This design comes from an exercise in tuning for small area and a short achievable clock period on the open sky130 flow, not from production work.
RTL that was checked went through simulation tests only; none was proved equivalent to the original.
Power and IR drop assume default switching activity.

Setup of R:
## bist
module bist #(
  parameter int size   = 6,
  parameter int length = 8
) (
  input  logic              start,
  input  logic              rst,
  input  logic              clk,
  input  logic              csin,
  input  logic              rwbarin,
  input  logic              opr,
  input  logic [size-1:0]   address,
  input  logic [length-1:0] datain,
  output logic [length-1:0] dataout,
  output logic              fail
);
  logic             NbarT;              
  logic             nrm;                
  logic [9:0]       q;
  logic             cout;
  logic [7:0]       tlo, thi;           
  logic             wt;                 
  logic             endt;               
  logic             kt;                 
  logic [63:0][7:0] ram;                
  logic [7:0]       rd_n;               
  logic [7:0]       rd_t;               
  logic [7:0] data_t;
  always_comb begin
    case (q[9:7])
      3'd0: data_t = 8'hAA;
      3'd1: data_t = 8'h55;
      3'd2: data_t = 8'hF0;
      3'd3: data_t = 8'h0F;
      3'd4: data_t = 8'h00;
      3'd5: data_t = 8'hFF;
      3'd6: data_t = 8'h33;
      default: data_t = 8'hCC;
    endcase
  end
  logic [7:0] d;
  logic       we;
  assign d  = nrm ? datain : data_t;
  assign we = wt | (nrm & csin & ~rwbarin);
  logic       mode_next, cout_next;
  logic [9:0] q_next, q_next1;
  always_comb begin
  ...
Size: about 1300 cells after synthesis, about 560 flip-flops, roughly 29 I/O pins.
Settings: LEC_CHECK=0, CAP_MARGIN=20, CORE_MARGIN=2, CORE_UTILIZATION=40, SETUP_SLACK_MARGIN=2.0, SLEW_MARGIN=20, SYNTH_HIERARCHICAL=1, SYNTH_MINIMUM_KEEP_SIZE=0; clock period 4.5 ns.
standard.sh (not shown) runs the stock make flow with config.mk's settings and CLKGATE_MAP_FILE= SYNTH_SCRIPT=/design/flow/synth_recipe.tcl, a recipe that flattens the netlist after the stock synthesis.
==> flow/flow/run.sh <==
#!/bin/bash
# Layout flow: the standard flow (standard.sh), with two changes after
# the standard synthesis:
#  - the port buffers are plain buffers (buf_4) instead of the delay cells
#    buffer_ports picks by default;
#  - the delay cells are not used by repair, so no path gets a delay cell
#    as a buffer.
# Each step's output goes to a log of its own in this folder (ORFS also
# keeps its per-step logs under orfs/logs).
set -euo pipefail

bash standard.sh synth > synth.log 2>&1

export BUFFER_PORTS_ARGS="-buffer_cell sky130_fd_sc_hd__buf_4"
export DONT_USE_CELLS="sky130_fd_sc_hd__dlygate4sd1_1 sky130_fd_sc_hd__dlygate4sd2_1 sky130_fd_sc_hd__dlygate4sd3_1 sky130_fd_sc_hd__clkdlybuf4s15_1 sky130_fd_sc_hd__clkdlybuf4s15_2 sky130_fd_sc_hd__clkdlybuf4s18_1 sky130_fd_sc_hd__clkdlybuf4s18_2 sky130_fd_sc_hd__clkdlybuf4s25_1 sky130_fd_sc_hd__clkdlybuf4s25_2 sky130_fd_sc_hd__clkdlybuf4s50_1 sky130_fd_sc_hd__clkdlybuf4s50_2 sky130_fd_sc_hd__dlymetal6s2s_1 sky130_fd_sc_hd__dlymetal6s4s_1 sky130_fd_sc_hd__dlymetal6s6s_1"

bash standard.sh floorplan > floorplan.log 2>&1
bash standard.sh place > place.log 2>&1
bash standard.sh cts > cts.log 2>&1
bash standard.sh route > route.log 2>&1
bash standard.sh finish > finish.log 2>&1
Every stage of the flow completed for R, and the final layout passed the timing, DRC and antenna checks.
[inputs] T vs R
==> flow/run.sh (new file) <==
#!/bin/bash
# synth_recipe.tcl (not shown) runs the flow's synth.tcl, then flattens the netlist and writes it again
# the make line also repeats each setting of config.mk as NAME=value (left out here)
make -C /OpenROAD-flow-scripts/flow DESIGN_CONFIG=/design/flow/config.mk WORK_HOME=/design/flow/orfs CLKGATE_MAP_FILE= SYNTH_SCRIPT=/design/flow/synth_recipe.tcl finish
removed: flow/flow/run.sh
removed: flow/standard.sh
Notes after the runs:
Number of clock-tree buffers in the layout (T vs. R) decreases by a little under 10%. Of T and R, the run reporting the lower fraction of the cycle the final worst path needs was T. The insertion delay to the later sink of the worst-skew pair was comparable across T and R.
No run of this note included a check of the RTL's function; only the layout flow was run.

* * *

Another version of the RTL of bist (not shown whole).
Size in the first run: about 560 flip-flops, about 29 I/O pins.
clock: 4.5 ns
lec_check: 0
cap_margin: 20
core_margin: 2
core_utilization: 40
cts_buf_list: sky130_fd_sc_hd__clkbuf_8
setup_slack_margin: 2.2
slew_margin: 20
synth_hierarchical: 1
synth_minimum_keep_size: 0
run.sh (not shown) runs the stock make flow with config.mk's settings and CLKGATE_MAP_FILE= SYNTH_SCRIPT=/design/flow/synth_recipe.tcl, a recipe that flattens the netlist after the stock synthesis.
Stock flow here: none of the scripts above is used.
The first run went through all stages and came out clean.
==> next run, changes <==
--- a/flow/config.mk
+++ b/flow/config.mk
@@ -10,3 +10,2 @@
 export CORE_UTILIZATION = 40
-export CTS_BUF_LIST = sky130_fd_sc_hd__clkbuf_8
 export SETUP_SLACK_MARGIN = 2.2
After rerunning:
- The changed run passed the timing, DRC and antenna checks
- global-route usage stays flat
- hold slack hardly moves
- clock power rises by 8.0%
- synthesized area does not change
- core utilization stays flat
Function was not checked in any run of this note: the RTL went through the layout flow alone.

* * *

Setup of the baseline:
The RTL this note starts from:
==> flow/design.v <==
module bist #(
  parameter int size   = 6,
  parameter int length = 8
) (
  input  logic              start,
  input  logic              rst,
  input  logic              clk,
  input  logic              csin,
  input  logic              rwbarin,
  input  logic              opr,
  input  logic [size-1:0]   address,
  input  logic [length-1:0] datain,
  output logic [length-1:0] dataout,
  output logic              fail
);
  logic             NbarT;              
  logic             nrm;                
  logic [9:0]       q;
  logic             cout;
  logic [7:0]       tlo_n, thi_n;       
  logic             wt;                 
  logic             endt;               
  logic             kt;                 
  logic [63:0][7:0] ram;                
  logic [7:0]       rd_n;               
  logic [7:0]       rd_t_n;             
  logic [7:0]       rd_t;               
  logic [7:0] data_t;
  always_comb begin
    case (q[9:7])
      3'd0: data_t = 8'hAA;
      3'd1: data_t = 8'h55;
      3'd2: data_t = 8'hF0;
      3'd3: data_t = 8'h0F;
      3'd4: data_t = 8'h00;
      3'd5: data_t = 8'hFF;
      3'd6: data_t = 8'h33;
      default: data_t = 8'hCC;
    endcase
  end
  logic [7:0] d;
  logic       we;
  assign d  = nrm ? datain : data_t;
  assign we = wt | (nrm & csin & ~rwbarin);
  logic       mode_next, cout_next;
  logic [9:0] q_next, q_next1;
  always_comb begin
    if (rst) mode_next = 1'b0;
    else if (!NbarT) mode_next = start;
    else if (cout) mode_next = 1'b0;
    else mode_next = 1'b1;
    q_next    = NbarT ? q + 10'd1 : 10'd0;
    q_next1   = q_next + 10'd1;
    cout_next = NbarT && (q == 10'h3FF);
  end
  logic to_n, to_t;
  assign to_n = rst | endt | (nrm & ~start);
  assign to_t = ~rst & kt;
  logic gn, gt, byn, byt;
  assign gn  = ~we & to_n;
  assign gt  = ~we & to_t;
  assign byn = we & to_n;
  assign byt = we & to_t;
  logic [5:0] an;                       
  for (genvar k = 0; k < 6; k++) begin : g_lit
    inv u_an (.a(address[k]), .y(an[k]));
  end
  logic [7:0] mlo_n, mhi_n;             
  for (genvar j = 0; j < 8; j++) begin : g_match
    nand4 u_ml (.a(nrm), .b(j[0] ? address[0] : an[0]), .c(j[1] ? address[1] : an[1]),
                .d(j[2] ? address[2] : an[2]), .y(mlo_n[j]));
    nand4 u_mh (.a(nrm), .b(j[0] ? address[3] : an[3]), .c(j[1] ? address[4] : an[4]),
                .d(j[2] ? address[5] : an[5]), .y(mhi_n[j]));
  end
  logic [15:0] lo_r, lo_w;              
  logic       gn_n, gt_n, we_n;
  assign gn_n = ~gn;
  assign gt_n = ~gt;
  assign we_n = ~we;
  logic [7:0] hin, hit, hiw;
  for (genvar j = 0; j < 8; j++) begin : g_sel
    nand2 u_r0 (.a(mlo_n[j]), .b(tlo_n[j]), .y(lo_r[j]));
    nand2 u_r1 (.a(mlo_n[j]), .b(tlo_n[j]), .y(lo_r[8+j]));
    nand2 u_w0 (.a(mlo_n[j]), .b(tlo_n[j]), .y(lo_w[j]));
    nand2 u_w1 (.a(mlo_n[j]), .b(tlo_n[j]), .y(lo_w[8+j]));
    aoi21 u_hn (.a(mhi_n[j]), .b(thi_n[j]), .c(gn_n), .y(hin[j]));
    aoi21 u_ht (.a(mhi_n[j]), .b(thi_n[j]), .c(gt_n), .y(hit[j]));
    aoi21 u_hw (.a(mhi_n[j]), .b(thi_n[j]), .c(we_n), .y(hiw[j]));
  end
  logic [63:0] de, den;
  for (genvar w = 0; w < 64; w++) begin : g_de
    and2  u_de  (.a(hiw[w/8]), .b(lo_w[(w/32)*8 + w%8]), .y(de[w]));
    nand2 u_den (.a(hiw[w/8]), .b(lo_w[(w/32)*8 + w%8]), .y(den[w]));
  end
  logic [63:0][7:0] ram_d;
  for (genvar w = 0; w < 64; w++) begin : g_hold
    for (genvar b = 0; b < 8; b++) begin : g_bit
      hold u_h (.s(de[w]), .sn(den[w]), .d(d[b]), .q(ram[w][b]), .y(ram_d[w][b]));
    end
  end
  always_ff @(posedge clk) ram <= ram_d;
  logic [7:0] grp [0:7];
  for (genvar i = 0; i < 8; i++) begin : g_grp
    for (genvar b = 0; b < 8; b++) begin : g_bit
      ao8 u_ao (.s(lo_r[(i/4)*8 +: 8]),
                .m({ram[8*i+7][b], ram[8*i+6][b], ram[8*i+5][b], ram[8*i+4][b],
                    ram[8*i+3][b], ram[8*i+2][b], ram[8*i+1][b], ram[8*i][b]}),
                .y(grp[i][b]));
    end
  end
  logic [7:0] rn_next, rt_next, bn, bt;
  always_comb begin
    bn = d & {8{byn}};
    bt = d & {8{byt}};
  end
  for (genvar b = 0; b < 8; b++) begin : g_rd
    ao8b u_n (.s(hin),
              .m({grp[7][b], grp[6][b], grp[5][b], grp[4][b],
                  grp[3][b], grp[2][b], grp[1][b], grp[0][b]}),
              .b(bn[b]), .y(rn_next[b]));
    ao8b u_t (.s(hit),
              .m({grp[7][b], grp[6][b], grp[5][b], grp[4][b],
                  grp[3][b], grp[2][b], grp[1][b], grp[0][b]}),
              .b(bt[b]), .y(rt_next[b]));
  end
  always_ff @(posedge clk) begin
    NbarT <= mode_next;
    nrm   <= ~mode_next;
    q     <= q_next;
    cout  <= cout_next;
    wt    <= mode_next & ~q_next[6];
    endt  <= mode_next & cout_next;
    kt    <= mode_next & ~cout_next & q_next1[6];
    for (int j = 0; j < 8; j++) begin
      tlo_n[j] <= !(mode_next && (q_next[2:0] == j[2:0]));
      thi_n[j] <= !(mode_next && (q_next[5:3] == j[2:0]));
    end
    rd_n <= rn_next;
    rd_t_n <= ~rt_next;
    rd_t   <= rt_next;
  end
  logic [7:0] on;
  for (genvar b = 0; b < 8; b++) begin : g_out
    nand3 u_a (.a(csin), .b(rwbarin), .c(rd_n[b]), .y(on[b]));
    nand2 u_o (.a(on[b]), .b(rd_t_n[b]), .y(dataout[b]));
  end
  always_ff @(posedge clk) begin
    if (rst) fail <= 1'b0;
    else if (opr && NbarT && (rwbarin || q[6]) && (rd_t != data_t)) fail <= 1'b1;
  end
endmodule
module inv (input logic a, output logic y);
  assign y = ~a;
endmodule
module aoi21 (input logic a, b, c, output logic y);
  assign y = ~((a & b) | c);
endmodule
module ao8 (
  input  logic [7:0] s,
  input  logic [7:0] m,
  output logic       y
);
  assign y = |(s & m);
endmodule
module ao8b (
  input  logic [7:0] s,
  input  logic [7:0] m,
  input  logic       b,
  output logic       y
);
  logic [3:0] x;
  aoi22  u_x0 (.a(s[0]), .b(m[0]), .c(s[1]), .d(m[1]), .y(x[0]));
  aoi22  u_x1 (.a(s[2]), .b(m[2]), .c(s[3]), .d(m[3]), .y(x[1]));
  aoi22  u_x2 (.a(s[4]), .b(m[4]), .c(s[5]), .d(m[5]), .y(x[2]));
  aoi221 u_x3 (.a(s[6]), .b(m[6]), .c(s[7]), .d(m[7]), .e(b), .y(x[3]));
  nand4  u_y  (.a(x[0]), .b(x[1]), .c(x[2]), .d(x[3]), .y(y));
endmodule
module aoi22 (input logic a, b, c, d, output logic y);
  assign y = ~((a & b) | (c & d));
endmodule
module aoi221 (input logic a, b, c, d, e, output logic y);
  assign y = ~((a & b) | (c & d) | e);
endmodule
module nand4 (input logic a, b, c, d, output logic y);
  assign y = ~(a & b & c & d);
endmodule
module and2 (input logic a, b, output logic y);
  assign y = a & b;
endmodule
module nand3 (input logic a, b, c, output logic y);
  assign y = ~(a & b & c);
endmodule
module hold (input logic s, sn, d, q, output logic y);
  assign y = (s & d) | (sn & q);
endmodule
module nand2 (input logic a, b, output logic y);
  assign y = ~(a & b);
endmodule
Settings: LEC_CHECK=0, CAP_MARGIN=20, CORE_MARGIN=2, CORE_UTILIZATION=40, CTS_CLUSTER_DIAMETER=100, CTS_CLUSTER_SIZE=30, SETUP_SLACK_MARGIN=2.2, SLEW_MARGIN=20, SYNTH_HIERARCHICAL=1, SYNTH_MINIMUM_KEEP_SIZE=0; clock period 4.5 ns.
standard.sh (not shown) runs the stock make flow with config.mk's settings and CLKGATE_MAP_FILE= SYNTH_SCRIPT=/design/flow/synth_recipe.tcl, a recipe that flattens the netlist after the stock synthesis.
==> flow/flow/run.sh <==
#!/bin/bash
# Layout flow: the standard flow (standard.sh), with two changes after
# the standard synthesis:
#  - the port buffers are plain buffers (buf_4) instead of the delay cells
#    buffer_ports picks by default;
#  - the delay cells are not used by repair, so no path gets a delay cell
#    as a buffer.
# Each step's output goes to a log of its own in this folder (ORFS also
# keeps its per-step logs under orfs/logs).
set -euo pipefail

bash standard.sh synth > synth.log 2>&1

export BUFFER_PORTS_ARGS="-buffer_cell sky130_fd_sc_hd__buf_4"
export DONT_USE_CELLS="sky130_fd_sc_hd__dlygate4sd1_1 sky130_fd_sc_hd__dlygate4sd2_1 sky130_fd_sc_hd__dlygate4sd3_1 sky130_fd_sc_hd__clkdlybuf4s15_1 sky130_fd_sc_hd__clkdlybuf4s15_2 sky130_fd_sc_hd__clkdlybuf4s18_1 sky130_fd_sc_hd__clkdlybuf4s18_2 sky130_fd_sc_hd__clkdlybuf4s25_1 sky130_fd_sc_hd__clkdlybuf4s25_2 sky130_fd_sc_hd__clkdlybuf4s50_1 sky130_fd_sc_hd__clkdlybuf4s50_2 sky130_fd_sc_hd__dlymetal6s2s_1 sky130_fd_sc_hd__dlymetal6s4s_1 sky130_fd_sc_hd__dlymetal6s6s_1"

bash standard.sh floorplan > floorplan.log 2>&1
bash standard.sh place > place.log 2>&1
bash standard.sh cts > cts.log 2>&1
bash standard.sh route > route.log 2>&1
bash standard.sh finish > finish.log 2>&1
#### Input delta (the candidate over the baseline)
diff --git a/flow/config.mk b/flow/config.mk
--- a/flow/config.mk
+++ b/flow/config.mk
@@ -9,6 +9,6 @@
 export CORE_MARGIN = 2
 export CORE_UTILIZATION = 40
-export CTS_CLUSTER_DIAMETER = 100
-export CTS_CLUSTER_SIZE = 30
+export CTS_CLUSTER_DIAMETER = 80
+export CTS_CLUSTER_SIZE = 24
 export SETUP_SLACK_MARGIN = 2.2
 export SLEW_MARGIN = 20
==> comparison <==
- Re number of tap cells inserted: no difference whatsoever between the candidate and the baseline.
- The candidate — worst stage delay on the critical path 260 ps lower, the baseline as reference
- Worst setup slack in the candidate is 23 ps above the baseline.
- met3 usage in global routing for the candidate: 0.23 points down relative to the baseline
- Relative to the baseline, the candidate improves maximum frequency.
- On global-route wire length before repair, the baseline and the candidate are neck and neck.

## what the ideal ports hide
The results above use ideal ports. As a check the final layouts listed here were re-extracted and re-timed, cells and wires unchanged.
Step 1 assumes that a clkbuf_16 drives the clock port and a buf_2 every other input.
Step 2 times the ports against the registers' clock, not the clock port: input delays grow and output delays shrink by t, the midpoint of the rising clock arrivals with the driver on.
a / b / c = no drivers / after step 1 / after step 2; a / b = the first two.
run | t (ns) | setup WS [ns] | worst data-port slew with drivers (ns) | cell pins on the clock port's net
R | 0.673 | 1.972 / 1.987 / 1.317 | 0.13 | 1
T | 0.674 | 1.987 / 1.961 / 1.336 | 0.11 | 1
the first run of note 2 | 0.727 | 2.102 / 2.044 / 1.464 | 0.10 | 1
the second run of note 2 | 0.693 | 2.109 / 2.052 / 1.534 | 0.10 | 1
the baseline | 0.655 | 2.177 / 2.125 / 1.521 | 0.07 | 1
the candidate | 0.675 | 2.200 / 2.127 / 1.551 | 0.07 | 1
After both steps every run listed still meets setup and hold. For the baseline, which loses most, drivers alone change the setup slack by -0.052 ns; drivers and shift together by -0.656 ns.
